This design comes from an exercise in tuning for small area on the open sky130 flow, not from production work. In this exercise RTL edits were held to simulation tests only and were not proved equivalent to the original. In runs 5 to 7 the design's own scripts or RTL, not TritonCTS, make the clock network. No driver is modelled on the clock port, so clock power and skew are understated where the tree is cut down; a real chip needs a root buffer or a tree. Power and IR drop assume default switching activity.

==> design.v <==
module uart_tx (
    input  logic clk,
    input  logic rst,
    input  logic send,
    output logic tx
);
    localparam logic [10:0] T_INIT = 11'd1007;
    localparam logic [7:0] MSG = "E";
    logic [3:0]  st;
    logic [10:0] t;
    wire term = (t[9:0] == 10'd503);
    wire fb   = ~(t[10] ^ t[1]) ^ term;
    wire run  = (st != 4'd0) && (st != 4'd1);
    always_ff @(posedge clk or posedge rst) begin
        if (rst) begin
            st <= 4'd0;
            t  <= T_INIT;
        end else begin
            t <= run ? {t[9:0], fb} : T_INIT;
            case (st)
                4'd0:  if (send) st <= 4'd1;
                4'd1:  st <= 4'd2;
                4'd2:  if (term) st <= 4'd3;
                4'd3:  st <= 4'd4;
                4'd4:  if (term) st <= 4'd5;
                4'd5:  if (term) st <= 4'd6;
                4'd6:  if (term) st <= 4'd7;
                4'd7:  if (term) st <= 4'd8;
                4'd8:  if (term) st <= 4'd9;
                4'd9:  if (term) st <= 4'd10;
                4'd10: if (term) st <= 4'd11;
                4'd11: if (term) st <= 4'd12;
                4'd12: if (term) st <= 4'd13;
                4'd13: if (term) st <= 4'd14;
                default: st <= 4'd0;
            endcase
        end
    end
    always_comb begin
        case (st)
            4'd2, 4'd3:                  tx = 1'b0;        
            4'd4:                        tx = MSG[0];
            4'd5:                        tx = MSG[1];
            4'd6:                        tx = MSG[2];
            4'd7:                        tx = MSG[3];
            4'd8:                        tx = MSG[4];
            4'd9:                        tx = MSG[5];
            4'd10:                       tx = MSG[6];
            4'd11:                       tx = MSG[7];
            default:                     tx = 1'b1;
        endcase
    end
endmodule
module uart_rx (
    input  logic       clk,
    input  logic       rst,
    input  logic       rx,
    output logic [7:0] data,
    output logic       valid
);
    localparam logic [10:0] T_INIT = 11'd1515;
    localparam logic [3:0] S_IDLE = 4'd0, S_DONE = 4'd11, S_START = 4'd1, S_STOP = 4'd10;
    logic [3:0]  st;
    logic [10:0] t;
    wire idle = (st == S_IDLE) || (st == S_DONE);
    wire term = (t[9:0] == 10'd503);
    wire fb   = ~(t[10] ^ t[1]) ^ term;
    assign valid = (st == S_DONE);
    logic [3:0] st_succ;
    always_comb
        case (st)
            4'd2: st_succ = 4'd3;
            4'd3: st_succ = 4'd4;
            4'd4: st_succ = 4'd5;
            4'd5: st_succ = 4'd6;
            4'd6: st_succ = 4'd7;
            4'd7: st_succ = 4'd8;
            4'd8: st_succ = 4'd9;
            default: st_succ = 4'd10;
        endcase
    wire in_data = (st != S_IDLE) && (st != S_DONE) && (st != S_START) && (st != S_STOP);
    always_ff @(posedge clk or posedge rst) begin
        if (rst) begin
            st <= S_IDLE;
            t  <= T_INIT;
        end else begin
            t <= idle ? T_INIT : {t[9:0], fb};
            if (idle) st <= rx ? S_IDLE : S_START;
            else if (term) begin
                if (st == S_START)     st <= rx ? S_IDLE : 4'd2;
                else if (st == S_STOP) st <= S_DONE;
                else                   st <= st_succ;
            end
        end
    end
    always_ff @(posedge clk)
        if (term && in_data) data <= {rx, data[7:1]};
endmodule
module rxlogic_handle (
    input  logic        clk,
    input  logic        rst,
    input  logic [7:0]  data,
    input  logic        valid,
    input  logic        adv,     
    output logic [4:0]  code     
);
    function automatic logic [4:0] enc(input logic [7:0] c);
        logic is_letter, is_digit;
        logic [4:0] lcode, dcode;
        is_letter = (c[7:5] == 3'b010) && (c[4:0] != 5'd0) && (c[4:0] <= 5'd26);
        is_digit  = (c[7:4] == 4'b0011) && (c[3:0] <= 4'd9);
        lcode = ((c[4:0] == 5'd24) ? 5'd8 : c[4:0]) ^ 5'd15;
        dcode[0] = (c[3:0] == 4'd2) | (c[3:0] == 4'd4) | (c[3:0] == 4'd7) | (c[3:0] == 4'd9);
        dcode[1] = (c[3:0] == 4'd1) | (c[3:0] == 4'd4) | (c[3:0] == 4'd6) | (c[3:0] == 4'd7) | (c[3:0] == 4'd9);
        dcode[2] = (c[3:0] == 4'd1) | (c[3:0] == 4'd2) | (c[3:0] == 4'd3) | (c[3:0] == 4'd4) | (c[3:0] == 4'd5) | (c[3:0] == 4'd7);
        dcode[3] = (c[3:0] == 4'd5) | (c[3:0] == 4'd7);
        dcode[4] = (c[3:0] == 4'd2) | (c[3:0] == 4'd3) | (c[3:0] == 4'd4) | (c[3:0] == 4'd5) | (c[3:0] == 4'd6) | (c[3:0] == 4'd8) | (c[3:0] == 4'd9);
        enc = is_letter ? lcode : is_digit ? dcode : 5'd17;
    endfunction
    logic [39:0] d;        
    logic [2:0]  rs;       
    logic [2:0]  wpos;     
    logic        pend;     
    wire  [4:0]  wcode = enc(data);
    wire         wnow  = (valid | pend) && (wpos == 3'd7);
    function automatic logic [2:0] inc1(input logic [2:0] x);
        inc1 = {x[2] ^ (x[1] & x[0]), x[1] ^ x[0], ~x[0]};
    endfunction
    function automatic logic [2:0] inc2(input logic [2:0] x);
        inc2 = {x[2] ^ x[1], ~x[1], x[0]};
    endfunction
    always_ff @(posedge clk or posedge rst) begin
        if (rst) begin
            d    <= '0;
            rs   <= 3'd0;
            wpos <= 3'd7;
            pend <= 1'b0;
        end else begin
            d    <= {d[34:0], wnow ? wcode : d[39:35]};
            pend <= (valid | pend) && !wnow;
            wpos <= wnow ? wpos : inc1(wpos);
            rs   <= adv ? inc2(rs) : inc1(rs);
        end
    end
    assign code = (pend && rs == wpos) ? wcode : d[5*rs +: 5];
endmodule
module NDigitDisplay #(
    parameter N_DIGITS=8
)(
    input  logic        clk,
    input  logic        rstn,
    input  logic        rx,
    input  logic        send,
    output logic        tx,
    output logic [7:0]  an,
    output logic [6:0]  seg
);
    function automatic logic [6:0] dec(input logic [4:0] c);
        dec[0] = (c == 5'd13) | (c == 5'd11) | (c == 5'd7) | (c == 5'd6) | (c == 5'd5) | (c == 5'd3) | (c == 5'd2) | (c == 5'd1) | (c == 5'd29) | (c == 5'd27) | (c == 5'd26) | (c == 5'd25) | (c == 5'd23) | (c == 5'd22) | (c == 5'd17);
        dec[1] = (c == 5'd13) | (c == 5'd12) | (c == 5'd10) | (c == 5'd9) | (c == 5'd8) | (c == 5'd4) | (c == 5'd3) | (c == 5'd2) | (c == 5'd1) | (c == 5'd28) | (c == 5'd27) | (c == 5'd24) | (c == 5'd18) | (c == 5'd17);
        dec[2] = (c == 5'd12) | (c == 5'd10) | (c == 5'd9) | (c == 5'd3) | (c == 5'd31) | (c == 5'd29) | (c == 5'd27) | (c == 5'd21) | (c == 5'd17);
        dec[3] = (c == 5'd15) | (c == 5'd14) | (c == 5'd9) | (c == 5'd7) | (c == 5'd6) | (c == 5'd4) | (c == 5'd2) | (c == 5'd1) | (c == 5'd31) | (c == 5'd30) | (c == 5'd29) | (c == 5'd24) | (c == 5'd23) | (c == 5'd17);
        dec[4] = (c == 5'd15) | (c == 5'd6) | (c == 5'd5) | (c == 5'd30) | (c == 5'd28) | (c == 5'd25) | (c == 5'd23) | (c == 5'd22) | (c == 5'd20) | (c == 5'd19) | (c == 5'd17);
        dec[5] = (c == 5'd15) | (c == 5'd11) | (c == 5'd6) | (c == 5'd5) | (c == 5'd2) | (c == 5'd1) | (c == 5'd25) | (c == 5'd24) | (c == 5'd21) | (c == 5'd20) | (c == 5'd17);
        dec[6] = (c == 5'd15) | (c == 5'd12) | (c == 5'd8) | (c == 5'd6) | (c == 5'd5) | (c == 5'd3) | (c == 5'd0) | (c == 5'd26) | (c == 5'd25) | (c == 5'd17);
    endfunction
    logic [7:0] r_data;
    logic       r_valid;
    logic [4:0] code;
    logic [4:0] scode;    
    localparam logic [4:0] BLANK = 5'd17;   
    uart_tx UART_TX (.clk(clk), .rst(rstn), .send(send), .tx(tx));
    uart_rx UART_RX (.clk(clk), .rst(rstn), .rx(rx), .data(r_data), .valid(r_valid));
    localparam logic [13:0] C_INIT = 14'd13977;
    logic [13:0] cnt;
    logic [3:0]  index;
    logic [8:0]  onehot;
    wire cterm = ({cnt[13], cnt[9:0]} == {1'b0, 10'd844});
    wire cfb   = ~(cnt[13] ^ cnt[11] ^ cnt[4] ^ cnt[1]) ^ cterm;
    rxlogic_handle RxLogic (.clk(clk), .rst(rstn), .data(r_data), .valid(r_valid),
                            .adv(cterm && index != 4'd8), .code(code));
    always_ff @(posedge clk or posedge rstn) begin
        if (rstn) begin
            cnt   <= C_INIT;
            index <= '0;
            scode <= BLANK;
        end else begin
            cnt <= {cnt[12:0], cfb};
            if (cterm)
                case (index)
                    4'd0: index <= 4'd1;
                    4'd1: index <= 4'd2;
                    4'd2: index <= 4'd3;
                    4'd3: index <= 4'd4;
                    4'd4: index <= 4'd5;
                    4'd5: index <= 4'd6;
                    4'd6: index <= 4'd7;
                    4'd7: index <= 4'd8;
                    default: index <= 4'd0;
                endcase
            scode <= code;
        end
    end
    always_comb
        for (int k = 0; k < 9; k++) onehot[k] = (index == 4'(k));
    assign an  = ~onehot[7:0];
    assign seg = dec(scode);
endmodule
==> flow/run.sh <==
#!/bin/bash
# Layout flow: the standard synthesis with an area-oriented ABC script
# and no adder extraction, then the standard ORFS steps with a lighter clock
# tree and minimum-size port buffers. Each step's output goes to its own log.
set -euo pipefail
F=$PWD/flow
export MY_ABC_SCRIPT=$F/abc_area.script
export FLOW_SYNTH_TCL=$PWD/synth_recipe.tcl
bash standard.sh SYNTH_SCRIPT=$F/mysynth.tcl ADDER_MAP_FILE= synth > synth.log 2>&1
bash standard.sh \
  "CTS_ARGS=-sink_clustering_enable -repair_clock_nets -dont_use_dummy_load -buf_list sky130_fd_sc_hd__clkbuf_8" \
  "BUFFER_PORTS_ARGS=-buffer_cell sky130_fd_sc_hd__buf_1" \
  finish > layout.log 2>&1
==> flow/abc_area.script <==
strash
&get -n
&st
&dc2
&syn4
&dc2
&dch
&nf -R 2000 -a
&put
topo
==> flow/mysynth.tcl <==
# The standard synthesis (synth_recipe.tcl), with the ABC step given an
# area-oriented script instead of ORFS's speed script.
proc abc {args} {
  set i [lsearch -exact $args -script]
  if {$i >= 0} { lset args [expr {$i+1}] $::env(MY_ABC_SCRIPT) }
  yosys abc {*}$args
}
source $::env(FLOW_SYNTH_TCL)
==> standard.sh <==
#!/bin/bash
# synth_recipe.tcl (not shown) runs the flow's synth.tcl, then flattens the netlist and writes it again
# the make line also repeats each setting of config.mk as NAME=value (left out here)
make -C /OpenROAD-flow-scripts/flow DESIGN_CONFIG=/design/flow/config.mk WORK_HOME=/design/flow/orfs CLKGATE_MAP_FILE= SYNTH_SCRIPT=/design/flow/synth_recipe.tcl "${@:-finish}"
==> config.mk <==
export PLATFORM = sky130hd
export DESIGN_NAME = NDigitDisplay
export DESIGN_NICKNAME = NDigitDisplay
export VERILOG_FILES = /design/flow/design.v
export SDC_FILE = /design/flow/constraint.sdc
export NUM_CORES = 4
export LEC_CHECK = 0
export CAP_MARGIN = 20
export CORE_MARGIN = 2
export CORE_UTILIZATION = 65
export SLEW_MARGIN = 20
==> constraint.sdc <==
create_clock -name core_clock -period 10.0 [get_ports {clk}]
set_input_delay 2.0000 -clock core_clock [delete_from_list [all_inputs] [get_ports {clk}]]
set_output_delay 2.0000 -clock core_clock [all_outputs]
set_load 0.01 [all_outputs]
==> impl_metrics.env, run 1 <==
export IMPL_initial_core_util=0.673
export IMPL_regArea_sq_mm=0.00278
export IMPL_maxCapViolations=0
export IMPL_path_class="flop to output port"
export IMPL_worst_ep_required_time_ns=8.00
export IMPL_path_clk_slew_ns=0.10
export IMPL_routedWlPerCell_um=15.7
export IMPL_fmax_mhz=255
export IMPL_gp_congestion=0.890
export IMPL_syn_to_final_growth_pct=7.60
export IMPL_power_w=0.000765
export IMPL_post_route_drc_count=0
export IMPL_die_w_um=85.3
export IMPL_critical_path_startpoint_type="flop"
export IMPL_finClkSkew_ns=0.0326
export IMPL_core_sq_mm=0.00639
export IMPL_drtIter0Drc=238
export IMPL_worstPathArrival_ns=1.92
export IMPL_grt_usage=0.231
export IMPL_cpMostUsedCell="o21ai_0"
export IMPL_synth_edf_count=8
export IMPL_clock_sinks=108
export IMPL_leakagePower_nw=1.94
export IMPL_multi_input_area_sq_mm=0.00150
export IMPL_clk_latency_ns=0.37
export IMPL_diodes=0
export IMPL_end_kind="output port"
export IMPL_nets=407
export IMPL_mostFrequentLayoutCells="70 x dfrtp_1, 39 x nand2_1, 30 x dfstp_2"
export IMPL_critPathMaxStageDelay_ns=0.62
export IMPL_synth_cells=370
export IMPL_rsz0062_at_grt="no"
export IMPL_cts_root_buf="clkbuf_8"
export IMPL_async_reset_ff_frac=0.926
export IMPL_fp_dieArea_sq_mm=0.00728
export IMPL_hold_violations=0
export IMPL_irDropWorstVdd_v=0.000204
export IMPL_ys_types=44
export IMPL_ys_ff_latch=108
export IMPL_crit_chain="nand2b_1, nor3_1, a31oi_1, o21ai_0, a21oi_1, o21ai_0, buf_1"
export IMPL_routed_wl_um=7520
export IMPL_worst_pin_slew_ns=0.807
export IMPL_setup_viol=0
export IMPL_tritoncts="done"
export IMPL_postCtsSetupBuffers=0
export IMPL_post_route_period_util=0.392
export IMPL_syn_area_per_cell_sq_um=11.6
export IMPL_finalSetupTns_ns=0
export IMPL_critPathSlowestCell="dfstp_2"
export IMPL_cts_buffers=9
export IMPL_overflow=0
export IMPL_drive_above_1_share=0.112
export IMPL_post_cts_resize_count=0
export IMPL_vias=2898
export IMPL_hold_class="flop to flop"
export IMPL_synth_warnings=4
export IMPL_dr_pass1_iters=5
export IMPL_synth_flop_cell="dfrtp_1"
export IMPL_grt_pass1_wl_um=13200
export IMPL_powerDensity_mw_per_mm2=165
export IMPL_final_common_cell="dfrtp_1"
export IMPL_vias_per_cell=6.06
export IMPL_cts_hold_fix_buffers=0
export IMPL_fillers=449
export IMPL_antenna_found_initial=0
export IMPL_grt_pass1_vias=2737
export IMPL_outcome="no timing/DRC/antenna violations"
export IMPL_port_buffer_count=19
export IMPL_clk_path_buf_depth=2
export IMPL_synth_cell_area_sq_mm=0.00430
export IMPL_ys_seq_area_frac=0.647
export IMPL_layout_min_cycle_time_ns=3.92
export IMPL_antenna_left=0
export IMPL_hpwl_um=5000
export IMPL_grt_max_degree=62
export IMPL_slew_headroom=0.458
export IMPL_rows=29
export IMPL_crit_fanout=11
export IMPL_maxSlewViolCount=0
export IMPL_die_h_um=85.3
export IMPL_boundaryPins=20
export IMPL_synth_nets=374
export IMPL_htreeDepth=3
layout make-up:
class                   count  share of cell area
repair buffers             22              0.0203
flip-flops and latches    108               0.601
well taps                  77              0.0208
clock buffers               9              0.0268
inverters                   7             0.00622
multi-input cells         255               0.325
cell families (layout without fill, tap and decap cells):
kind of cell / Yosys count / count (layout) / synth area share
multiplexers: 7 / 7 / 0.0172
buffers and inverters: 7 / 38 / 0.00611
AO/OA/AOI/OAI: 85 / 85 / 0.124
XOR/XNOR: 14 / 14 / 0.0285
AND/OR/NAND/NOR: 149 / 149 / 0.178
flip-flops: 108 / 108 / 0.647
power by group:
group / internal, W / leakage [nW] / switching [W] / total (W)
registers: 0.000483 / 1.33 / 0.0000224 / 0.000506
logic: 0.0000242 / 0.544 / 0.0000313 / 0.0000555
clock network: 0.0000811 / 0.0647 / 0.000123 / 0.000204
total: 0.000588 / 1.94 / 0.000177 / 0.000765
critical path: cells and delay by family (launching register included):
kind	cells	cell delay, ns
AOI/OAI and AO/OA	4	0.50
DFF	1	0.62
and+or+nand+nor	2	0.31
buffers and inverters	1	0.14
flip-flops by register name, indices dropped and copies added, names as in the netlist, 4 cells and up:
name          flops
UART_RX.data      8
RxLogic.d        40
UART_TX.t        11
index             4
UART_RX.st        4
UART_TX.st        4
UART_RX.t        11
cnt              14
scode             5
synth_stat cells, types with 2 or more instances:
library cell / count / area share
a21oi_1: 12 / 0.014
a22oi_1: 3 / 0.0052
a31oi_1: 4 / 0.0058
and2_0: 6 / 0.0087
and3_1: 2 / 0.0029
clkinv_1: 7 / 0.0061
dfrtp_1: 70 / 0.41
dfstp_2: 30 / 0.18
edfxtp_1: 8 / 0.056
mux2_1: 3 / 0.0079
mux2i_1: 4 / 0.0093
nand2_1: 39 / 0.034
nand2b_1: 9 / 0.013
nand3_1: 14 / 0.016
nand3b_1: 4 / 0.0070
nand4b_1: 5 / 0.010
nor2_1: 25 / 0.022
nor2b_1: 9 / 0.013
nor3_1: 14 / 0.016
nor3b_1: 2 / 0.0035
nor4_1: 7 / 0.010
o211ai_1: 6 / 0.010
o21ai_0: 28 / 0.033
o221ai_1: 2 / 0.0041
o22ai_1: 16 / 0.023
o311ai_0: 2 / 0.0041
o31ai_1: 3 / 0.0052
or2_0: 8 / 0.012
xnor2_1: 9 / 0.018
xor2_1: 5 / 0.010
routing by layer:
metal / routed length, um / part of all wire / GRT usage / up-vias
met5: 0 / 0 / 0 / -
met4: 86 / 0.011 / 0.0635 / 0
met3: 264 / 0.035 / 0.0642 / 10
met2: 3680 / 0.49 / 0.353 / 66
met1: 3490 / 0.46 / 0.332 / 1421
li1: - / - / - / 1401
metrics by stage:
| step | hold WS (ns) | utilization | std cells | setup slack (ns) | cell area (sq um) |
|---|---|---|---|---|---|
| 2_1_floorplan | 0.345 | - | 370 | 6.34 | 4300 |
| 4_1_cts | 0.345 | 0.723 | 478 | 5.84 | 4610 |
| 3_3_place_gp | 0.347 | 0.703 | 469 | 6.32 | 4490 |
| 3_5_place_dp | 0.349 | 0.703 | 469 | 6.24 | 4490 |
| 5_1_grt | 0.347 | 0.724 | 478 | 5.86 | 4620 |
| 6_report | 0.348 | 0.724 | 478 | 6.08 | 4620 |
final timing paths:
kind	from	to	slack (ns)	depth (start not counted)
setup / recovery	scode[4]	seg[3]	6.08	7
min in group asynchronous	rstn	cnt[6]	1.64	2
max in group asynchronous	rstn	RxLogic.d[12]	7.25	3
setup reg to reg	UART_RX.t[1]	UART_RX.data[6]	7.58	3
hold / removal	cnt[9]	cnt[10]	0.35	0
hold reg to reg	cnt[9]	cnt[10]	0.35	0
==> inputs of run 2 (changes only) <==
--- a/config.mk
+++ b/config.mk
@@ -7,5 +7,5 @@
 export LEC_CHECK = 0
 export CAP_MARGIN = 20
 export CORE_MARGIN = 2
-export CORE_UTILIZATION = 65
+export CORE_UTILIZATION = 40
 export SLEW_MARGIN = 20
==> impl_metrics.env, run 2 <==
export IMPL_outcome="no timing/DRC/antenna violations"
export IMPL_tritoncts="done"
export IMPL_crit_fanout=14
export IMPL_nets=406
export IMPL_clk_path_buf_depth=2
export IMPL_synth_xor_area_frac=0.0285
export IMPL_finClkSkew_ns=0.0283
export IMPL_core_sq_mm=0.0104
export IMPL_post_route_drc_count=0
export IMPL_r2r_end="UART_RX.data[2]"
export IMPL_diodes=0
export IMPL_slew_headroom=0.396
export IMPL_synth_cell_area_sq_mm=0.00430
export IMPL_powerDensity_mw_per_mm2=164
export IMPL_end_kind="output port"
export IMPL_path_clk_slew_ns=0.08
export IMPL_synthTopCellsByCount="70 x dfrtp_1, 39 x nand2_1, 30 x dfstp_2"
export IMPL_power_frac_comb=0.074
export IMPL_r2r_start="UART_RX.t[1]"
export IMPL_grt_pass1_wl_um=13600
export IMPL_grt_usage=0.149
export IMPL_hold_class="flop to flop"
export IMPL_worst_pin_slew_ns=0.900
export IMPL_htreeDepth=3
export IMPL_vias_per_cell=5.42
export IMPL_intPower_w=0.000588
export IMPL_rr_worst_depth=3
export IMPL_synth_top_family_by_area="simple AND/OR/NAND/NOR gates"
export IMPL_cts_hold_fix_buffers=0
export IMPL_met1_usage=0.208
export IMPL_post_cts_resize_count=0
export IMPL_post_route_period_util=0.398
export IMPL_synth_simple_area_share=0.178
export IMPL_seq_power_share=0.660
export IMPL_postCtsSetupBuffers=0
export IMPL_largest_register="RxLogic.d"
export IMPL_synth_compound_area_frac=0.124
export IMPL_rsz0062_at_grt="no"
export IMPL_grt_pass1_vias=2845
export IMPL_reg_top3="RxLogic.d x40, cnt x14"
export IMPL_drive_above_1_share=0.110
export IMPL_yosys_area_top_type="dfrtp_1"
export IMPL_leakagePower_nw=1.93
export IMPL_utilization=0.452
export IMPL_post_synth_fa_ha_maj_area_fraction=0
export IMPL_ys_types=44
export IMPL_maxSlewViolCount=0
export IMPL_synth_edf_count=8
export IMPL_setup_viol=0
export IMPL_layout_min_cycle_time_ns=3.98
export IMPL_rows=37
export IMPL_routedWlPerCell_um=14.6
export IMPL_synth_flop_cell="dfrtp_1"
export IMPL_clk_latency_ns=0.37
export IMPL_overflow=0
export IMPL_maxCapViolations=0
export IMPL_clock_sinks=108
export IMPL_die_w_um=108
export IMPL_grt_util_met2=0.222
export IMPL_drtIter0Drc=187
export IMPL_cts_root_buf="clkbuf_8"
export IMPL_async_reset_ff_frac=0.926
export IMPL_routed_wl_um=7810
export IMPL_irDropWorstVdd_v=0.0000882
export IMPL_synth_most_common_cell="dfrtp_1"
export IMPL_hold_violations=0
export IMPL_crit_end="seg[6]"
export IMPL_largest_reg_flops=40
export IMPL_hpwl_um=5240
export IMPL_hold_start="cnt[12]"
export IMPL_final_common_cell="dfrtp_1"
export IMPL_grt_max_degree=60
export IMPL_worst_ep_required_time_ns=8.00
export IMPL_met3_usage=0.0418
export IMPL_synth_warnings=4
export IMPL_initial_core_util=0.414
export IMPL_ys_top_cells_by_area="dfrtp_1 41%, dfstp_2 18%, edfxtp_1 5.6%"
export IMPL_syn_area_per_cell_sq_um=11.6
export IMPL_antenna_left=0
export IMPL_rrSetupSlack_ns=7.51
export IMPL_ys_ff_latch=108
export IMPL_busiest_layer="met2"
export IMPL_synth_cells=370
export IMPL_path_class="flop to output port"
export IMPL_worstPathArrival_ns=1.98
export IMPL_critical_path_startpoint_type="flop"
export IMPL_crit_path_start="scode[3]"
export IMPL_clockPowerShare=0.265
export IMPL_yosys_mux_area_fraction=0.0172
export IMPL_swShare=0.234
export IMPL_fmax_mhz=251
export IMPL_p_switching_w=0.000180
export IMPL_yosysTopAreaCellShare=0.408
export IMPL_cts_buffers=9
export IMPL_gp_congestion=0.826
export IMPL_vias=2904
export IMPL_syn_to_final_growth_pct=9.14
export IMPL_boundaryPins=20
export IMPL_finalSetupTns_ns=0
export IMPL_synth_nets=374
export IMPL_ys_seq_area_frac=0.647
export IMPL_antenna_found_initial=0
export IMPL_dr_pass1_iters=4
export IMPL_mostFrequentLayoutCells="70 x dfrtp_1, 39 x nand2_1, 30 x dfstp_2"
export IMPL_port_buffer_count=19
export IMPL_die_h_um=108
export IMPL_fp_dieArea_sq_mm=0.0116
==> run 2: cell types whose count changed in the layout (fill, tap and decap cells not counted) <==
cell	previous run	this run
o21ai_0	27	26
buf_4	3	2
o21ai_1	1	2
==> run 2: through the flow <==
step | setup slack (ns) | power, W | cell area [sq um] | std cells | hold slack (ns)
6_report | 6.02 | 0.000768 | 4690 | 536 | 0.361
5_1_grt | 5.87 | 0.000810 | 4690 | 536 | 0.364
4_1_cts | 5.77 | 0.000780 | 4680 | 536 | 0.363
3_5_place_dp | 6.22 | 0.000572 | 4560 | 527 | 0.348
3_3_place_gp | 6.29 | 0.000567 | 4560 | 527 | 0.347
2_1_floorplan | 6.34 | 0.000551 | 4300 | 370 | 0.345
==> run 2: worst min path at each step <==
| stage | to | slack, ns | cells past startpoint |
|---|---|---|---|
| after floorplan | cnt[13] | 0.35 | 0 |
| after detailed placement | cnt[13] | 0.35 | 0 |
| after global routing | cnt[13] | 0.36 | 0 |
| after CTS | cnt[13] | 0.36 | 0 |
| after global placement | cnt[13] | 0.35 | 0 |
| final | cnt[13] | 0.36 | 0 |
==> run 2: final cells by class <==
cell class	instances	area, sq um
well taps	136	170
inverters	7	28.8
multi-input cells	255	1500
repair buffers	21	86.3
flip-flops and latches	108	2780
fillers	979	5680
clock buffers	9	124
==> run 2: critical path, cell delays in order (launching register included) <==
cell       delay (ns)
dfrtp_1          0.60
clkinv_1         0.18
a2111oi_0        0.49
a41oi_1          0.08
nand3_1          0.12
buf_1            0.15
==> run 2: logic make-up after synthesis <==
group / after synthesis
buffers and inverters: 7
flip-flops: 108
AND/OR/NAND/NOR: 149
XOR/XNOR: 14
multiplexers: 7
AO/OA/AOI/OAI: 85
==> run 2: power groups by stage <==
stage                     Sequential, W  Clock, W  Combinational, W
after CTS                      0.000506  0.000216         0.0000579
final                          0.000507  0.000204         0.0000572
after global routing           0.000512  0.000231         0.0000663
after floorplan                0.000507         0         0.0000443
after detailed placement       0.000514         0         0.0000574
after global placement         0.000512         0         0.0000550
==> run 2: per-layer routing <==
metal  part of all wire  vias up  wire [um]
li1                   -     1406          -
met1               0.48     1448       3780
met5                  0        -          0
met2               0.47       38       3650
met3              0.032       12        252
met4              0.016        0        122
==> inputs of run 3 (changes only) <==
==> flow/abc_area.script (replaced) <==
strash
&get -n
&st
&syn2
&dch
&nf -R 1000
&st
&syn2
&dch
&nf -R 1000
&put
topo
==> impl_metrics.env, run 3 <==
export IMPL_maxCapViolations=0
export IMPL_worstPathArrival_ns=2.21
export IMPL_vias=2785
export IMPL_stdcell_count=538
export IMPL_setup_viol=0
export IMPL_ys_seq_area_frac=0.627
export IMPL_clk_latency_ns=0.37
export IMPL_nets=404
export IMPL_vias_per_cell=5.18
export IMPL_die_w_um=109
export IMPL_critical_path_startpoint_type="flop"
export IMPL_layout_min_cycle_time_ns=4.21
export IMPL_synth_cell_area_sq_mm=0.00444
export IMPL_place_inst=529
export IMPL_ys_top_cells_by_area="dfrtp_1 39%, dfstp_2 18%, edfxtp_1 5.4%"
export IMPL_ys_types=44
export IMPL_largest_register="RxLogic.d"
export IMPL_cts_buffers=9
export IMPL_drive_above_1_share=0.116
export IMPL_cpMostUsedCell="nor2_1"
export IMPL_cp_top_family="flip-flops"
export IMPL_synth_warnings=4
export IMPL_async_reset_ff_frac=0.926
export IMPL_antenna_left=0
export IMPL_postCtsSetupBuffers=0
export IMPL_synth_xor_area_frac=0.0336
export IMPL_utilization=0.444
export IMPL_final_common_cell="dfrtp_1"
export IMPL_finalSetupTns_ns=0
export IMPL_finClkSkew_ns=0.0230
export IMPL_gp_congestion=0.805
export IMPL_path_class="flop to output port"
export IMPL_boundaryPins=20
export IMPL_placed_area_sq_mm=0.00469
export IMPL_clk_path_buf_depth=2
export IMPL_port_buffer_count=19
export IMPL_critPathMaxStageDelay_ns=0.62
export IMPL_crit_chain="clkinv_1, nor2_1, nand2b_1, a22oi_1, nor2_1, a31oi_1, o22ai_1, buf_1"
export IMPL_synth_nets=373
export IMPL_initial_core_util=0.409
export IMPL_routedWlPerCell_um=13.8
export IMPL_syn_to_final_growth_pct=8.55
export IMPL_outcome="no timing/DRC/antenna violations"
export IMPL_clock_sinks=108
export IMPL_synth_most_common_cell="dfrtp_1"
export IMPL_grt_pass1_wl_um=12700
export IMPL_post_route_period_util=0.421
export IMPL_synth_cells=369
export IMPL_end_kind="output port"
export IMPL_cts_hold_fix_buffers=0
export IMPL_routed_wl_um=7420
export IMPL_cts_root_buf="clkbuf_8"
export IMPL_leakagePower_nw=1.99
export IMPL_crit_fanout=10
export IMPL_post_cts_resize_count=0
export IMPL_fillers=1004
export IMPL_largest_reg_flops=40
export IMPL_hpwl_um=4820
export IMPL_powerDensity_mw_per_mm2=225
export IMPL_antenna_found_initial=0
export IMPL_mostFrequentLayoutCells="70 x dfrtp_1, 32 x a21oi_1, 30 x dfstp_2"
export IMPL_irDropWorstVdd_v=0.000106
export IMPL_yosysTopAreaCellShare=0.395
export IMPL_power_w=0.00109
export IMPL_synth_flop_cell="dfrtp_1"
export IMPL_hold_class="flop to flop"
export IMPL_ys_ff_latch=108
export IMPL_diodes=0
export IMPL_path_buf_inv=2
export IMPL_grt_max_degree=74
export IMPL_rsz0062_at_grt="no"
export IMPL_synth_edf_count=8
export IMPL_maxSlewViolCount=0
export IMPL_reg_top3="RxLogic.d x40, cnt x14"
export IMPL_drtIter0Drc=200
export IMPL_yosys_area_top_type="dfrtp_1"
export IMPL_synth_compound_area_frac=0.118
export IMPL_synthTopCellsByCount="70 x dfrtp_1, 32 x a21oi_1, 30 x dfstp_2"
export IMPL_slew_headroom=0.371
export IMPL_overflow=0
export IMPL_critPathSlowestCell="dfstp_2"
export IMPL_grt_usage=0.137
export IMPL_yosys_mux_area_fraction=0.0669
export IMPL_post_route_drc_count=0
export IMPL_stdcell_area_sq_mm=0.00481
export IMPL_worst_pin_slew_ns=0.943
export IMPL_synth_top_family_by_area="simple AND/OR/NAND/NOR gates"
export IMPL_die_h_um=109
export IMPL_grt_pass1_vias=2655
export IMPL_htreeDepth=3
export IMPL_core_sq_mm=0.0108
export IMPL_synth_simple_area_share=0.145
export IMPL_dr_pass1_iters=4
export IMPL_syn_area_per_cell_sq_um=12.0
export IMPL_tritoncts="done"
export IMPL_fmax_mhz=238
export IMPL_path_clk_slew_ns=0.10
export IMPL_worst_ep_required_time_ns=8.00
export IMPL_hold_violations=0
export IMPL_rows=38
export IMPL_post_synth_fa_ha_maj_area_fraction=0
export IMPL_fp_dieArea_sq_mm=0.0119
## run 3: metrics by stage
stage / setup WS [ns] / hold slack (ns)
finish: 5.79 / 0.343
global route: 5.62 / 0.340
CTS: 5.80 / 0.341
detailed placement: 6.18 / 0.350
global placement: 6.23 / 0.349
floorplan: 6.34 / 0.345
## run 3: final timing paths
path,from,end,slack [ns],depth (start not counted)
min in group asynchronous,rstn,UART_TX.st[2],1.59,2
max,scode[0],seg[2],5.79,8
min reg2reg,cnt[12],cnt[13],0.34,0
max reg2reg,UART_RX.st[1],UART_RX.st[3],7.59,5
min,cnt[12],cnt[13],0.34,0
max in group asynchronous,rstn,scode[1],7.15,3
## run 3: layer usage
metal | wire (um) | up-vias | global-route usage
li1 | - | 1396 | -
met1 | 3740 | 1339 | 0.196
met2 | 3350 | 38 | 0.202
met3 | 187 | 12 | 0.0213
met4 | 149 | 0 | 0.0705
met5 | 0 | - | 0
## run 3: layout make-up
class,instances,area [sq um],share of cell area
Inverter,11,42.5,0.00884
Sequential cell,108,2780,0.577
Tap cell,140,175,0.0364
Timing Repair Buffer,20,78.8,0.0164
Clock buffer,9,124,0.0257
Multi-Input combinational cell,250,1610,0.335
## run 3: worst register-to-register path: cells and delay by family, from the launching register on
kind / cells / cell delay [ns]
AOI/OAI and AO/OA: 1 / 0.54
DFF: 1 / 0.47
muxes: 1 / 0.34
and+or+nand+nor: 3 / 0.96
## run 3: cells by family after synthesis
logic type,after synthesis
flops,108
compound gates,87
buf+inv,11
xor+xnor,17
simple gates,124
mux,22
## run 3: power breakdown
part	internal (W)	leakage [nW]	switching [W]
clock	0.0000811	0.0647	0.000125
sequential	0.000555	1.32	0.0000851
combinational	0.000110	0.602	0.000129
==> inputs of run 4 (changes only) <==
==> run.sh (new file) <==
#!/bin/bash
# synth_recipe.tcl (not shown) runs the flow's synth.tcl, then flattens the netlist and writes it again
# the make line also repeats each setting of config.mk as NAME=value (left out here)
make -C /OpenROAD-flow-scripts/flow DESIGN_CONFIG=/design/flow/config.mk WORK_HOME=/design/flow/orfs CLKGATE_MAP_FILE= SYNTH_SCRIPT=/design/flow/synth_recipe.tcl finish
removed: flow/run.sh
removed: flow/abc_area.script
removed: flow/mysynth.tcl
removed: standard.sh
==> impl_metrics.env, run 4 <==
export IMPL_ys_ff_latch=108
export IMPL_pre_cts_ws_ns=6.06
export IMPL_finalSetupTns_ns=0
export IMPL_die_w_um=113
export IMPL_busiest_layer="met2"
export IMPL_ys_types=62
export IMPL_grt_usage=0.132
export IMPL_irDropWorstVdd_v=0.0000650
export IMPL_path_clk_slew_ns=0.07
export IMPL_grt_pass1_wl_um=13600
export IMPL_fmax_mhz=231
export IMPL_overflow=0
export IMPL_synth_cell_area_sq_mm=0.00472
export IMPL_syn_area_per_cell_sq_um=12.1
export IMPL_synth_nets=402
export IMPL_synth_warnings=4
export IMPL_fp_dieArea_sq_mm=0.0127
export IMPL_setup_viol=0
export IMPL_worst_pin_slew_ns=0.950
export IMPL_routed_wl_um=7830
export IMPL_worst_ep_required_time_ns=8.00
export IMPL_hold_class="flop to flop"
export IMPL_nets=412
export IMPL_drive_above_1_share=0.200
export IMPL_slew_headroom=0.366
export IMPL_largest_reg_flops=40
export IMPL_final_common_cell="dfrtp_1"
export IMPL_synth_most_common_cell="dfrtp_1"
export IMPL_crit_chain="or2_2, o21ai_0, a22o_1, a211o_1, clkdlybuf4s50_1"
export IMPL_clk_latency_ns=0.34
export IMPL_cts_hold_fix_buffers=0
export IMPL_tritoncts="done"
export IMPL_leakagePower_nw=2.21
export IMPL_critical_path_startpoint_type="flop"
export IMPL_synth_flop_cell="dfrtp_1"
export IMPL_synth_edf_count=8
export IMPL_dr_pass1_iters=4
export IMPL_end_kind="output port"
export IMPL_antenna_left=0
export IMPL_postCtsSetupBuffers=0
export IMPL_critPathMaxStageDelay_ns=0.72
export IMPL_critPathSlowestCell="dfrtp_1"
export IMPL_largest_register="RxLogic.d"
export IMPL_met3_usage=0.0308
export IMPL_met1_usage=0.181
export IMPL_post_route_worst_setup_slack_ns=5.67
export IMPL_vias=2968
export IMPL_antenna_found_initial=0
export IMPL_htreeDepth=3
export IMPL_die_h_um=113
export IMPL_clk_path_buf_depth=2
export IMPL_maxSlewViolCount=0
export IMPL_grt_util_met2=0.203
export IMPL_reg_top3="RxLogic.d x40, cnt x14"
export IMPL_rows=39
export IMPL_core_sq_mm=0.0115
export IMPL_post_cts_resize_count=0
export IMPL_post_route_drc_count=0
export IMPL_initial_core_util=0.411
export IMPL_cts_buffers=9
export IMPL_worstPathArrival_ns=2.33
export IMPL_hpwl_um=5110
export IMPL_ys_seq_area_frac=0.590
export IMPL_mostFrequentLayoutCells="70 x dfrtp_1, 39 x nand2_1, 30 x dfstp_2"
export IMPL_synthTopCellsByCount="70 x dfrtp_1, 39 x nand2_1, 30 x dfstp_2"
export IMPL_syn_to_final_growth_pct=12.4
export IMPL_boundaryPins=20
export IMPL_hold_violations=0
export IMPL_maxCapViolations=0
export IMPL_path_class="flop to output port"
export IMPL_grt_pass1_vias=2832
export IMPL_vias_per_cell=5.42
export IMPL_finClkSkew_ns=0.00605
export IMPL_port_buffer_count=19
export IMPL_cts_root_buf="clkbuf_16"
export IMPL_diodes=0
export IMPL_post_route_period_util=0.433
export IMPL_routedWlPerCell_um=14.3
export IMPL_powerDensity_mw_per_mm2=173
export IMPL_gp_congestion=0.777
export IMPL_layout_min_cycle_time_ns=4.33
export IMPL_yosys_area_top_type="dfrtp_1"
export IMPL_rsz0062_at_grt="no"
export IMPL_outcome="no timing/DRC/antenna violations"
export IMPL_synth_cells=390
export IMPL_yosysTopAreaCellShare=0.371
export IMPL_clock_sinks=108
export IMPL_crit_fanout=20
export IMPL_grt_max_degree=82
export IMPL_ys_top_cells_by_area="dfrtp_1 37%, dfstp_2 17%, edfxtp_1 5.1%"
export IMPL_async_reset_ff_frac=0.926
export IMPL_drtIter0Drc=240
## run 4: cell count changes in the layout (fill, tap and decap cells not counted), sizes merged, moves of 10 or more
cell / delta
nand2: +11
a21oi: -17
clkinv: -10
buf: -18
inv: +13
clkdlybuf4s50: +19
## run 4: stage by stage
stage | utilization | instance area (sq um) | hold WS (ns) | cells | power [W]
final | 0.462 | 5300 | 0.360 | 548 | 0.000915
after floorplan | - | 4720 | 0.345 | 390 | 0.000558
after global placement | 0.437 | 5010 | 0.348 | 532 | 0.000577
after CTS | 0.462 | 5300 | 0.361 | 548 | 0.000927
after detailed placement | 0.437 | 5010 | 0.347 | 532 | 0.000581
after global routing | 0.462 | 5300 | 0.369 | 548 | 0.000960
## run 4: path summary, 6_finish.rpt
kind,cells past startpoint,start,endpoint,slack (ns)
worst min-delay path,0,cnt[12],cnt[13],0.36
worst max-delay path,5,scode[1],seg[3],5.67
min in group asynchronous,2,rstn,UART_TX.st[1],1.92
worst min register to register,0,cnt[12],cnt[13],0.36
worst max register to register,3,UART_RX.t[1],UART_RX.data[1],7.75
max in group asynchronous,3,rstn,RxLogic.d[11],6.83
## run 4: cell families after synthesis
kind of cell | share of synthesized area
AND/OR/NAND/NOR | 0.144
flip-flops | 0.590
AO/OA/AOI/OAI | 0.106
buffers and inverters | 0.0276
multiplexers | 0.0751
XOR/XNOR | 0.0371
adder cells (fa/ha/maj) | 0.0212
## run 4: power by group
| part | switching (W) | internal, W | total [W] |
|---|---|---|---|
| clock network | 0.000163 | 0.000180 | 0.000343 |
| logic | 0.0000366 | 0.0000368 | 0.0000734 |
| registers | 0.0000206 | 0.000477 | 0.000498 |
## run 4: worst max-delay path: cells and delay by family (launching register included)
| kind | cells | cell delay, ns |
|---|---|---|
| flip-flops | 1 | 0.72 |
| buffers and inverters | 1 | 0.47 |
| AND/OR/NAND/NOR | 1 | 0.22 |
| AO/OA/AOI/OAI | 3 | 0.56 |
## run 4: per-layer routing
metal | vias to the layer above | part of all wire
met5 | - | 0
met3 | 8 | 0.022
met2 | 30 | 0.47
li1 | 1413 | -
met4 | 0 | 0.013
met1 | 1517 | 0.50
## run 4: layout make-up
cell class,instances,area (sq um)
multi-input cells,250,1810
clock inverters,6,52.6
repair buffers,21,205
inverters,10,38.8
well taps,143,179
clock buffers,10,239
fillers,1033,6170
flip-flops and latches,108,2780
==> inputs of run 5 (changes only) <==
==> flow/run.sh (new file) <==
#!/bin/bash
# Layout flow: the standard synthesis with an area-oriented ABC script
# and no adder extraction, then the standard ORFS steps with a lighter clock
# tree and minimum-size port buffers. Each step's output goes to its own log.
set -euo pipefail
F=$PWD/flow
export MY_ABC_SCRIPT=$F/abc_area.script
export FLOW_SYNTH_TCL=$PWD/synth_recipe.tcl
bash standard.sh SYNTH_SCRIPT=$F/mysynth.tcl ADDER_MAP_FILE= synth > synth.log 2>&1
export PRE_CTS_TCL=$F/mycts.tcl
bash standard.sh \
  "BUFFER_PORTS_ARGS=-buffer_cell sky130_fd_sc_hd__buf_1" \
  finish > layout.log 2>&1
==> flow/abc_area.script (new file) <==
strash
&get -n
&st
&dc2
&syn4
&dc2
&dch
&nf -R 2000 -a
&put
topo
==> flow/mycts.tcl (new file) <==
# PRE_CTS hook: replaces TritonCTS with a small hand-built clock tree. The
# clock port drives one root inverter, which drives MY_CTS_NBUF leaf
# inverters, each driving the flip-flops of one cluster (k-means on the
# flip-flop positions) from the cluster's centre. Every flip-flop sees the
# same two inversions; the rest of ORFS's CTS step (placement legalisation,
# timing repair) runs as usual.
set ::env(MY_CTS_NBUF) 6
set ::env(MY_CTS_BUF) sky130_fd_sc_hd__inv_8
set ::env(MY_CTS_ROOT) sky130_fd_sc_hd__inv_6
# Clock tree built by hand in place of TritonCTS: the clock port drives
# NBUF buffers (CLKBUF), each driving the flip-flops of one cluster
# (k-means on the flip-flop positions), placed at its cluster's centre.
proc my_clock_tree {args} {
  set nbuf $::env(MY_CTS_NBUF)
  set cell $::env(MY_CTS_BUF)
  set block [ord::get_db_block]
  set master [[ord::get_db] findMaster $cell]
  set clknet [$block findNet clk]
  set sinks {}
  foreach it [$clknet getITerms] {
    set inst [$it getInst]
    set loc [$inst getLocation]
    lappend sinks [list $it [lindex $loc 0] [lindex $loc 1]]
  }
  # k-means, seeded along x
  set sorted [lsort -real -index 1 $sinks]
  set n [llength $sorted]
  set cent {}
  for {set k 0} {$k < $nbuf} {incr k} {
    set s [lindex $sorted [expr {int(($k + 0.5) * $n / $nbuf)}]]
    lappend cent [list [lindex $s 1] [lindex $s 2]]
  }
  for {set iter 0} {$iter < 50} {incr iter} {
    set groups {}
    for {set k 0} {$k < $nbuf} {incr k} { lappend groups {} }
    foreach s $sinks {
      set best 0; set bd 1e30
      for {set k 0} {$k < $nbuf} {incr k} {
        set c [lindex $cent $k]
        set d [expr {abs([lindex $s 1]-[lindex $c 0]) + abs([lindex $s 2]-[lindex $c 1])}]
        if {$d < $bd} { set bd $d; set best $k }
      }
      lset groups $best [concat [lindex $groups $best] [list $s]]
    }
    set cent {}
    foreach g $groups {
      set sx 0; set sy 0
      foreach s $g { set sx [expr {$sx + [lindex $s 1]}]; set sy [expr {$sy + [lindex $s 2]}] }
      set m [expr {max(1, [llength $g])}]
      lappend cent [list [expr {int($sx / $m)}] [expr {int($sy / $m)}]]
    }
  }
  for {set k 0} {$k < $nbuf} {incr k} {
    set g [lindex $groups $k]
    if {[llength $g] == 0} { continue }
    set inst [odb::dbInst_create $block $master "clkbuf_leaf_$k"]
    set net [odb::dbNet_create $block "clknet_leaf_$k"]
    $net setSigType CLOCK
    foreach s $g {
      set it [lindex $s 0]
      $it disconnect
      $it connect $net
    }
    [$inst findITerm A] connect $clknet
    [outterm $inst] connect $net
    set c [lindex $cent $k]
    $inst setLocation [lindex $c 0] [lindex $c 1]
    $inst setPlacementStatus PLACED
    puts "clock buffer $k: [llength $g] sinks at $c"
  }
  $clknet setSigType CLOCK
  if {[info exists ::env(MY_CTS_ROOT)]} {
    set rm [[ord::get_db] findMaster $::env(MY_CTS_ROOT)]
    set root [odb::dbInst_create $block $rm "clkbuf_root"]
    set rnet [odb::dbNet_create $block "clknet_root"]
    $rnet setSigType CLOCK
    set sx 0; set sy 0; set n 0
    foreach it [$clknet getITerms] {
      set l [[$it getInst] getLocation]
      set sx [expr {$sx + [lindex $l 0]}]; set sy [expr {$sy + [lindex $l 1]}]; incr n
      $it disconnect
      $it connect $rnet
    }
    [$root findITerm A] connect $clknet
    [outterm $root] connect $rnet
    $root setLocation [expr {int($sx/$n)}] [expr {int($sy/$n)}]
    $root setPlacementStatus PLACED
  }
}
proc outterm {inst} {
  set t [$inst findITerm X]
  if {$t == "NULL" || $t == ""} { set t [$inst findITerm Y] }
  return $t
}
proc clock_tree_synthesis {args} {
  my_clock_tree
  set_propagated_clock [all_clocks]
}
==> flow/mysynth.tcl (new file) <==
# The standard synthesis (synth_recipe.tcl), with the ABC step given an
# area-oriented script instead of ORFS's speed script.
proc abc {args} {
  set i [lsearch -exact $args -script]
  if {$i >= 0} { lset args [expr {$i+1}] $::env(MY_ABC_SCRIPT) }
  yosys abc {*}$args
}
source $::env(FLOW_SYNTH_TCL)
==> standard.sh (new file) <==
#!/bin/bash
# synth_recipe.tcl (not shown) runs the flow's synth.tcl, then flattens the netlist and writes it again
# the make line also repeats each setting of config.mk as NAME=value (left out here)
make -C /OpenROAD-flow-scripts/flow DESIGN_CONFIG=/design/flow/config.mk WORK_HOME=/design/flow/orfs CLKGATE_MAP_FILE= SYNTH_SCRIPT=/design/flow/synth_recipe.tcl "${@:-finish}"
removed: run.sh
==> impl_metrics.env, run 5 <==
export IMPL_hold_start="cnt[12]"
export IMPL_r2r_end="UART_RX.data[0]"
export IMPL_ys_ff_latch=108
export IMPL_largest_reg_flops=40
export IMPL_core_sq_mm=0.0104
export IMPL_stdcell_count=534
export IMPL_yosysTopAreaCellShare=0.408
export IMPL_powerDensity_mw_per_mm2=157
export IMPL_layout_min_cycle_time_ns=3.84
export IMPL_dr_pass1_iters=4
export IMPL_path_class="flop to output port"
export IMPL_yosys_area_top_type="dfrtp_1"
export IMPL_drive_above_1_share=0.106
export IMPL_hold_depth=0
export IMPL_mostFrequentLayoutCells="70 x dfrtp_1, 39 x nand2_1, 30 x dfstp_2"
export IMPL_clk_latency_ns=0.22
export IMPL_ys_top_cells_by_area="dfrtp_1 41%, dfstp_2 18%, edfxtp_1 5.6%"
export IMPL_outcome="no timing/DRC/antenna violations"
export IMPL_rr_worst_depth=3
export IMPL_ys_seq_area_frac=0.647
export IMPL_rows=37
export IMPL_fmax_mhz=261
export IMPL_nets=404
export IMPL_cts_hold_fix_buffers=0
export IMPL_boundaryPins=20
export IMPL_maxCapViolations=0
export IMPL_overflow=0
export IMPL_largest_register="RxLogic.d"
export IMPL_diodes=0
export IMPL_routedWlPerCell_um=14.4
export IMPL_multi_input_area_sq_mm=0.00150
export IMPL_die_w_um=108
export IMPL_routed_wl_um=7700
export IMPL_grt_pass1_vias=2827
export IMPL_post_route_drc_count=0
export IMPL_hpwl_um=5240
export IMPL_vias=2907
export IMPL_initial_core_util=0.414
export IMPL_antenna_found_initial=0
export IMPL_grt_max_degree=60
export IMPL_hold_class="flop to flop"
export IMPL_final_common_cell="dfrtp_1"
export IMPL_post_route_period_util=0.384
export IMPL_grt_pass1_wl_um=13500
export IMPL_end_kind="output port"
export IMPL_worst_pin_slew_ns=0.892
export IMPL_vias_per_cell=5.44
export IMPL_leakagePower_nw=1.91
export IMPL_hold_violations=0
export IMPL_syn_to_final_growth_pct=8.03
export IMPL_post_cts_resize_count=0
export IMPL_finClkSkew_ns=0.0268
export IMPL_r2r_start="UART_RX.t[1]"
export IMPL_rrSetupSlack_ns=7.49
export IMPL_synth_edf_count=8
export IMPL_rsz0062_at_grt="no"
export IMPL_min_to="cnt[13]"
export IMPL_reg_top3="RxLogic.d x40, cnt x14"
export IMPL_synth_flop_cell="dfrtp_1"
export IMPL_critical_path_startpoint_type="flop"
export IMPL_syn_area_per_cell_sq_um=11.6
export IMPL_slew_headroom=0.401
export IMPL_worstPathArrival_ns=1.84
export IMPL_ys_types=44
export IMPL_worst_ep_required_time_ns=8.00
export IMPL_placed_area_sq_mm=0.00456
export IMPL_setup_viol=0
export IMPL_drtIter0Drc=192
export IMPL_antenna_left=0
export IMPL_irDropWorstVdd_v=0.000103
export IMPL_port_buffer_count=19
export IMPL_crit_fanout=14
export IMPL_synth_nets=374
export IMPL_gp_congestion=0.826
export IMPL_die_h_um=108
export IMPL_postCtsSetupBuffers=0
export IMPL_grt_usage=0.137
export IMPL_async_reset_ff_frac=0.926
export IMPL_path_clk_slew_ns=0.10
export IMPL_synthTopCellsByCount="70 x dfrtp_1, 39 x nand2_1, 30 x dfstp_2"
export IMPL_fillers=987
export IMPL_whs_ns=0.361
export IMPL_place_inst=527
export IMPL_finalSetupTns_ns=0
export IMPL_synth_warnings=4
export IMPL_maxSlewViolCount=0
export IMPL_regArea_sq_mm=0.00278
export IMPL_synth_cell_area_sq_mm=0.00430
export IMPL_synth_cells=370
export IMPL_power_w=0.000730
export IMPL_fp_dieArea_sq_mm=0.0116
export IMPL_stdcell_area_sq_mm=0.00464
export IMPL_synth_most_common_cell="dfrtp_1"
## run 5: cell count changes after synthesis, sizes merged, moves of 5 or more
cell | before | now
xnor2 | 14 | 9
nor4 | 0 | 7
ha | 8 | 0
mux4 | 10 | 0
nor3 | 2 | 14
inv | 10 | 0
clkinv | 0 | 7
o22ai | 1 | 16
nand3 | 8 | 14
clkbuf | 18 | 0
nand4 | 6 | 1
nor2 | 17 | 25
## run 5: how the worst max path moves through the flow
stage / start / to / slack (ns) / cells after the start
global route: scode[3] / seg[6] / 6.02 / 5
detailed placement: UART_TX.st[3] / tx / 6.22 / 4
CTS: UART_TX.st[3] / tx / 5.97 / 4
finish: scode[3] / seg[6] / 6.16 / 5
floorplan: rstn / RxLogic.d[0] / 6.34 / 1
global placement: UART_TX.st[1] / tx / 6.29 / 4
## run 5: metal layers
layer / global-route usage / share of wire
met5: 0 / 0
met1: 0.206 / 0.49
met3: 0.0121 / 0.023
met4: 0.0293 / 0.021
met2: 0.217 / 0.46
## run 5: cell type report
class | instances | share of cell area
inverter | 14 | 0.0226
multi-input combinational | 255 | 0.323
sequential | 108 | 0.599
tap | 136 | 0.0366
timing repair buffer | 21 | 0.0186
## run 5: power breakdown
part	total [W]	leakage, nW	switching [W]	internal [W]
clock	0.000167	0.0408	0.000143	0.0000236
combinational	0.0000566	0.540	0.0000324	0.0000241
sequential	0.000507	1.33	0.0000234	0.000483
## run 5: worst max-delay path: stages, from the launching register on
cell	delay (ns)
dfrtp_1	0.61
clkinv_1	0.18
a2111oi_0	0.49
a41oi_1	0.08
nand3_1	0.12
buf_1	0.15
## run 5: logic make-up after synthesis
| kind of cell | synth area share |
|---|---|
| buffers and inverters | 0.00611 |
| and+or+nand+nor | 0.178 |
| muxes | 0.0172 |
| xor gates and xnor gates | 0.0285 |
| AOI/OAI and AO/OA | 0.124 |
| DFF | 0.647 |
## run 5: stage by stage
step | setup slack, ns | util
6_report | 6.16 | 0.448
4_1_cts | 5.97 | 0.447
3_5_place_dp | 6.22 | 0.439
3_3_place_gp | 6.29 | 0.439
2_1_floorplan | 6.34 | -
5_1_grt | 6.02 | 0.448
==> inputs of run 6 (changes only) <==
--- a/design.v
+++ b/design.v
@@ -4,19 +4,18 @@
     input  logic send,
     output logic tx
 );
-    localparam logic [10:0] T_INIT = 11'd1007;
     localparam logic [7:0] MSG = "E";
     logic [3:0]  st;
-    logic [10:0] t;
-    wire term = (t[9:0] == 10'd503);
-    wire fb   = ~(t[10] ^ t[1]) ^ term;
-    wire run  = (st != 4'd0) && (st != 4'd1);
+    logic [10:0] u;
+    wire term = (u[9:0] == 10'd520);           
+    wire kick = (st == 4'd1);
+    wire stop = term && (st == 4'd13);
     always_ff @(posedge clk or posedge rst) begin
         if (rst) begin
             st <= 4'd0;
-            t  <= T_INIT;
-        end else begin
-            t <= run ? {t[9:0], fb} : T_INIT;
+            u  <= '0;
+        end else begin
+            u <= {u[9] ^ kick ^ stop, u[8:4], u[3] ^ kick ^ stop, u[2:0], u[10] ^ u[1] ^ term};
             case (st)
                 4'd0:  if (send) st <= 4'd1;
                 4'd1:  st <= 4'd2;
@@ -58,13 +57,13 @@
     output logic [7:0] data,
     output logic       valid
 );
-    localparam logic [10:0] T_INIT = 11'd1515;
     localparam logic [3:0] S_IDLE = 4'd0, S_DONE = 4'd11, S_START = 4'd1, S_STOP = 4'd10;
     logic [3:0]  st;
-    logic [10:0] t;
+    logic [10:0] u;
     wire idle = (st == S_IDLE) || (st == S_DONE);
-    wire term = (t[9:0] == 10'd503);
-    wire fb   = ~(t[10] ^ t[1]) ^ term;
+    wire term = (u[9:0] == 10'd520);
+    wire kick = idle && !rx;
+    wire stop = term && (st == S_STOP || (st == S_START && rx));
     assign valid = (st == S_DONE);
     logic [3:0] st_succ;
     always_comb
@@ -82,9 +81,9 @@
     always_ff @(posedge clk or posedge rst) begin
         if (rst) begin
             st <= S_IDLE;
-            t  <= T_INIT;
-        end else begin
-            t <= idle ? T_INIT : {t[9:0], fb};
+            u  <= '0;
+        end else begin
+            u <= {u[9] ^ stop, u[8] ^ kick, u[7:4], u[3] ^ kick ^ stop, u[2], u[1] ^ kick, u[0], u[10] ^ u[1] ^ term};
             if (idle) st <= rx ? S_IDLE : S_START;
             else if (term) begin
                 if (st == S_START)     st <= rx ? S_IDLE : 4'd2;
==> flow/abc_area.script (replaced) <==
strash
&get -n
&st
&dc2
&syn3
&dch
&nf -R 2000 -a
&put
topo
==> impl_metrics.env, run 6 <==
export IMPL_synth_flop_cell="dfrtp_1"
export IMPL_reg_top3="RxLogic.d x40, cnt x14"
export IMPL_outcome="no timing/DRC/antenna violations"
export IMPL_path_class="flop to output port"
export IMPL_crit_fanout=15
export IMPL_largest_reg_flops=40
export IMPL_vias=2898
export IMPL_maxCapViolations=0
export IMPL_pre_cts_ws_ns=6.33
export IMPL_syn_to_final_growth_pct=7.75
export IMPL_drtIter0Drc=228
export IMPL_whs_ns=0.360
export IMPL_crit_chain="nor2b_1, o21ai_0, a221o_1, o31ai_1, buf_1"
export IMPL_yosys_area_top_type="dfrtp_1"
export IMPL_path_clk_slew_ns=0.11
export IMPL_critPathMaxStageDelay_ns=0.69
export IMPL_fillers=1027
export IMPL_grt_pass1_vias=2761
export IMPL_syn_area_per_cell_sq_um=11.3
export IMPL_end_kind="output port"
export IMPL_diodes=0
export IMPL_worst_ep_required_time_ns=8.00
export IMPL_post_route_worst_setup_slack_ns=6.07
export IMPL_antenna_found_initial=0
export IMPL_maxSlewViolCount=0
export IMPL_drive_above_1_share=0.0537
export IMPL_hold_violations=0
export IMPL_synth_most_common_cell="dfrtp_1"
export IMPL_hold_class="flop to flop"
export IMPL_synth_cell_area_sq_mm=0.00434
export IMPL_post_route_drc_count=0
export IMPL_dr_pass1_iters=4
export IMPL_ys_top_cells_by_area="dfrtp_1 50%, dfstp_2 7.9%, edfxtp_1 5.5%"
export IMPL_fmax_mhz=254
export IMPL_layout_min_cycle_time_ns=3.93
export IMPL_ys_types=40
export IMPL_rows=38
export IMPL_clk_latency_ns=0.22
export IMPL_grt_usage=0.131
export IMPL_finClkSkew_ns=0.0292
export IMPL_irDropWorstVdd_v=0.0000967
export IMPL_fp_dieArea_sq_mm=0.0117
export IMPL_cts_hold_fix_buffers=0
export IMPL_boundaryPins=20
export IMPL_rsz0062_at_grt="no"
export IMPL_port_buffer_count=19
export IMPL_routed_wl_um=7510
export IMPL_yosysTopAreaCellShare=0.501
export IMPL_synth_warnings=4
export IMPL_routedWlPerCell_um=13.7
export IMPL_gp_congestion=0.756
export IMPL_synth_nets=387
export IMPL_ys_ff_latch=108
export IMPL_overflow=0
export IMPL_antenna_left=0
export IMPL_synth_cells=383
export IMPL_grt_pass1_wl_um=13000
export IMPL_mostFrequentLayoutCells="87 x dfrtp_1, 43 x nand2_1, 35 x o21ai_0"
export IMPL_vias_per_cell=5.27
export IMPL_postCtsSetupBuffers=0
export IMPL_finalSetupTns_ns=0
export IMPL_post_route_period_util=0.393
export IMPL_critPathSlowestCell="dfstp_2"
export IMPL_regArea_sq_mm=0.00276
export IMPL_grt_max_degree=89
export IMPL_worstPathArrival_ns=1.93
export IMPL_synth_edf_count=8
export IMPL_ys_seq_area_frac=0.635
export IMPL_multi_input_area_sq_mm=0.00154
export IMPL_async_reset_ff_frac=0.926
export IMPL_core_sq_mm=0.0107
export IMPL_largest_register="RxLogic.d"
export IMPL_synthTopCellsByCount="87 x dfrtp_1, 43 x nand2_1, 35 x o21ai_0"
export IMPL_post_cts_resize_count=0
export IMPL_setup_viol=0
export IMPL_worst_pin_slew_ns=1.03
export IMPL_final_common_cell="dfrtp_1"
export IMPL_critical_path_startpoint_type="flop"
export IMPL_initial_core_util=0.406
export IMPL_leakagePower_nw=2.00
export IMPL_hpwl_um=5050
export IMPL_slew_headroom=0.306
export IMPL_die_h_um=108
export IMPL_nets=416
export IMPL_powerDensity_mw_per_mm2=195
export IMPL_die_w_um=108
-- run 6: cell types whose count changed in the layout (fill, tap and decap cells not counted), moves of 5 or more --
cell / before / now
a21oi_1: 12 / 32
a221oi_1: 0 / 6
dfrtp_1: 70 / 87
dfstp_2: 30 / 13
mux2i_1: 4 / 10
nor4b_1: 1 / 6
o21ai_0: 26 / 35
o22ai_1: 16 / 2
or2_0: 8 / 1
xor2_1: 5 / 10
-- run 6: worst paths after layout --
| path | from | endpoint | slack [ns] | cells past startpoint |
|---|---|---|---|---|
| worst max-delay path | scode[0] | seg[6] | 6.07 | 5 |
| min in group asynchronous | rstn | UART_TX.st[0] | 1.68 | 2 |
| worst min register to register | cnt[9] | cnt[10] | 0.36 | 0 |
| worst min-delay path | cnt[9] | cnt[10] | 0.36 | 0 |
| worst max register to register | UART_RX.u[7] | UART_RX.data[2] | 7.66 | 3 |
| max in group asynchronous | rstn | scode[1] | 7.32 | 3 |
-- run 6: kinds of logic (layout without fill, tap and decap cells) --
| family | after synthesis | count (layout) | share of synthesized area |
|---|---|---|---|
| and+or+nand+nor | 134 | 134 | 0.153 |
| DFF | 108 | 108 | 0.635 |
| AOI/OAI and AO/OA | 96 | 96 | 0.129 |
| xor gates and xnor gates | 22 | 22 | 0.0444 |
| muxes | 12 | 12 | 0.0282 |
| buffers and inverters | 11 | 38 | 0.00951 |
-- run 6: report_power, final --
part / total (W) / switching, W / internal (W)
logic: 0.000165 / 0.0000915 / 0.0000733
clock network: 0.000169 / 0.000145 / 0.0000236
registers: 0.000576 / 0.0000638 / 0.000512
-- run 6: cell type report --
type / instances / share of cell area
repair buffers: 20 / 0.0177
flip-flops and latches: 108 / 0.590
inverters: 18 / 0.0257
multi-input cells: 264 / 0.329
well taps: 140 / 0.0374
-- run 6: worst max-delay path, delay by kind of cell (launching register included) --
| family | cells | cell delay [ns] |
|---|---|---|
| buffers and inverters | 1 | 0.17 |
| AND/OR/NAND/NOR | 1 | 0.30 |
| AO/OA/AOI/OAI | 3 | 0.54 |
| flip-flops | 1 | 0.69 |
-- run 6: routing by layer --
metal / routed length [um] / part of all wire / global-route usage
met5: 0 / 0 / 0
met4: 136 / 0.018 / 0.0201
met3: 175 / 0.023 / 0.00964
met2: 3600 / 0.48 / 0.219
met1: 3600 / 0.48 / 0.193
-- run 6: per-stage QoR --
step	cell area (sq um)	instances	total power [W]	util
floorplan	4340	383	0.000698	-
global placement	4600	543	0.000743	0.430
detailed placement	4600	543	0.000750	0.430
CTS	4670	550	0.000921	0.437
global route	4680	550	0.000975	0.437
finish	4680	550	0.000910	0.437
==> inputs of run 7 (changes only) <==
==> flow/abc_area.script (replaced) <==
strash
&get -n
&st
&dc2
&syn4
&dch
&nf -R 2000 -a
&put
topo
==> impl_metrics.env, run 7 <==
export IMPL_core_sq_mm=0.0104
export IMPL_maxSlewViolCount=0
export IMPL_grt_pass1_wl_um=13400
export IMPL_synth_nets=381
export IMPL_largest_register="RxLogic.d"
export IMPL_path_clk_slew_ns=0.10
export IMPL_synth_flop_cell="dfrtp_1"
export IMPL_routed_wl_um=7650
export IMPL_ys_top_cells_by_area="dfrtp_1 51%, dfstp_2 7.9%, edfxtp_1 5.6%"
export IMPL_antenna_left=0
export IMPL_dr_pass1_iters=4
export IMPL_overflow=0
export IMPL_synth_cells=377
export IMPL_synth_most_common_cell="dfrtp_1"
export IMPL_clk_latency_ns=0.20
export IMPL_grt_max_degree=67
export IMPL_mostFrequentLayoutCells="87 x dfrtp_1, 37 x nand2_1, 29 x nor2_1"
export IMPL_crit_fanout=16
export IMPL_power_w=0.000790
export IMPL_ys_seq_area_frac=0.641
export IMPL_finClkSkew_ns=0.0255
export IMPL_vias_per_cell=5.45
export IMPL_boundaryPins=20
export IMPL_grt_usage=0.137
export IMPL_fillers=987
export IMPL_synth_edf_count=8
export IMPL_synth_warnings=4
export IMPL_hold_violations=0
export IMPL_drive_above_1_share=0.0569
export IMPL_post_route_drc_count=0
export IMPL_slew_headroom=0.282
export IMPL_die_w_um=108
export IMPL_setup_viol=0
export IMPL_ys_ff_latch=108
export IMPL_cts_hold_fix_buffers=0
export IMPL_irDropWorstVdd_v=0.000134
export IMPL_syn_area_per_cell_sq_um=11.4
export IMPL_rows=37
export IMPL_synthTopCellsByCount="87 x dfrtp_1, 37 x nand2_1, 29 x nor2_1"
export IMPL_syn_to_final_growth_pct=7.73
export IMPL_finalSetupTns_ns=0
export IMPL_outcome="no timing/DRC/antenna violations"
export IMPL_ys_types=42
export IMPL_path_class="flop to output port"
export IMPL_worst_pin_slew_ns=1.07
export IMPL_place_inst=533
export IMPL_largest_reg_flops=40
export IMPL_nets=410
export IMPL_worst_ep_required_time_ns=8.00
export IMPL_reg_top3="RxLogic.d x40, cnt x14"
export IMPL_port_buffer_count=19
export IMPL_synth_cell_area_sq_mm=0.00431
export IMPL_gp_congestion=0.852
export IMPL_stdcell_count=540
export IMPL_initial_core_util=0.415
export IMPL_leakagePower_nw=1.93
export IMPL_hpwl_um=5230
export IMPL_worstPathArrival_ns=1.84
export IMPL_antenna_found_initial=0
export IMPL_whs_ns=0.359
export IMPL_rsz0062_at_grt="no"
export IMPL_post_cts_resize_count=0
export IMPL_yosysTopAreaCellShare=0.506
export IMPL_postCtsSetupBuffers=0
export IMPL_post_route_period_util=0.384
export IMPL_grt_pass1_vias=2797
export IMPL_maxCapViolations=0
export IMPL_final_common_cell="dfrtp_1"
export IMPL_critical_path_startpoint_type="flop"
export IMPL_fp_dieArea_sq_mm=0.0116
export IMPL_routedWlPerCell_um=14.2
export IMPL_drtIter0Drc=171
export IMPL_yosys_area_top_type="dfrtp_1"
export IMPL_fmax_mhz=260
export IMPL_die_h_um=108
export IMPL_layout_min_cycle_time_ns=3.84
export IMPL_async_reset_ff_frac=0.926
export IMPL_powerDensity_mw_per_mm2=170
export IMPL_end_kind="output port"
export IMPL_hold_class="flop to flop"
export IMPL_utilization=0.447
export IMPL_vias=2945
export IMPL_diodes=0
run 7: changes by cell type in the layout (fill, tap and decap cells not counted), moves of 4 or more:
cell | before | now
mux2i_1 | 10 | 4
nor4_1 | 3 | 7
a21oi_1 | 32 | 18
nand3_1 | 13 | 19
o21ai_0 | 35 | 26
or3_1 | 3 | 9
xor2_1 | 10 | 6
o22ai_1 | 2 | 17
nand2_1 | 43 | 37
a221oi_1 | 6 | 1
run 7: cell type report:
type / count / area (sq um) / share of cell area
Multi-Input combinational cell: 260 / 1520 / 0.327
Inverter: 16 / 113 / 0.0243
Tap cell: 136 / 170 / 0.0367
Timing Repair Buffer: 20 / 78.8 / 0.0170
Sequential cell: 108 / 2760 / 0.595
run 7: cell families (layout without fill, tap and decap cells):
| family | count (synthesis) | in the layout | share of synthesized area |
|---|---|---|---|
| muxes | 7 | 7 | 0.0171 |
| buffers and inverters | 9 | 36 | 0.00785 |
| AOI/OAI and AO/OA | 80 | 80 | 0.111 |
| xor gates and xnor gates | 17 | 17 | 0.0346 |
| and+or+nand+nor | 156 | 156 | 0.189 |
| DFF | 108 | 108 | 0.641 |
run 7: path summary, 6_finish.rpt:
path                               from             to  slack, ns  cells past startpoint
setup / recovery               scode[3]         seg[6]       6.16                      5
hold / removal             RxLogic.d[8]  RxLogic.d[13]       0.36                      0
setup reg to reg           UART_RX.u[8]   UART_RX.u[4]       7.85                      7
hold reg to reg            RxLogic.d[8]  RxLogic.d[13]       0.36                      0
max in group asynchronous          rstn  RxLogic.d[39]       7.09                      3
min in group asynchronous          rstn   UART_RX.u[1]       1.77                      2
run 7: power breakdown:
group | internal [W] | switching (W) | total [W]
Combinational | 0.0000399 | 0.0000418 | 0.0000818
Clock | 0.0000236 | 0.000143 | 0.000166
Sequential | 0.000495 | 0.0000468 | 0.000542
Total | 0.000559 | 0.000231 | 0.000790
run 7: metal layers:
metal	global-route usage	share of wire	vias up
met2	0.216	0.46	55
met3	0.0109	0.036	8
met5	0	0	-
met4	0.0229	0.016	0
met1	0.212	0.49	1440
li1	-	-	1442
run 7: per-stage QoR:
step                worst slack (ns)  area [sq um]
floorplan                       6.32          4310
global placement                6.51          4560
detailed placement              6.41          4560
finish                          6.16          4640
global route                    5.99          4640
CTS                             6.15          4630
run 7: worst max-delay path, stage by stage (launching register included):
cell and delay [ns]:
dfrtp_1 0.65, clkinv_1 0.19, a2111oi_0 0.43, a41oi_1 0.09, nand3_1 0.12, buf_1 0.15

## re-timing with driven ports
No port has a modelled driver above. Below, the same layouts with a new extraction and two added sets of constraints.
Step 1 assumes that a clkbuf_16 drives the clock port and a buf_2 every other input.
Step 2 times the ports against the registers' clock, not the clock port: input delays grow and output delays shrink by t, the midpoint of the rising clock arrivals with the driver on.
Three values: ideal, step 1, step 2; two values: the first two.
run | t (ns) | setup slack, ns | worst slew at a driven data input, ns
run 1 | 0.383 | 6.077 / 6.044 / 6.427 | 0.03
run 2 | 0.387 | 6.021 / 5.992 / 6.379 | 0.03
run 3 | 0.386 | 5.790 / 5.759 / 6.145 | 0.03
run 4 | 0.377 | 5.670 / 5.635 / 6.012 | 0.03
run 5 | 0.248 | 6.162 / 6.121 / 6.369 | 0.03
run 6 | 0.247 | 6.069 / 6.028 / 6.275 | 0.03
run 7 | 0.233 | 6.157 / 6.116 / 6.350 | 0.03
After both steps setup and hold are still met in every run listed.
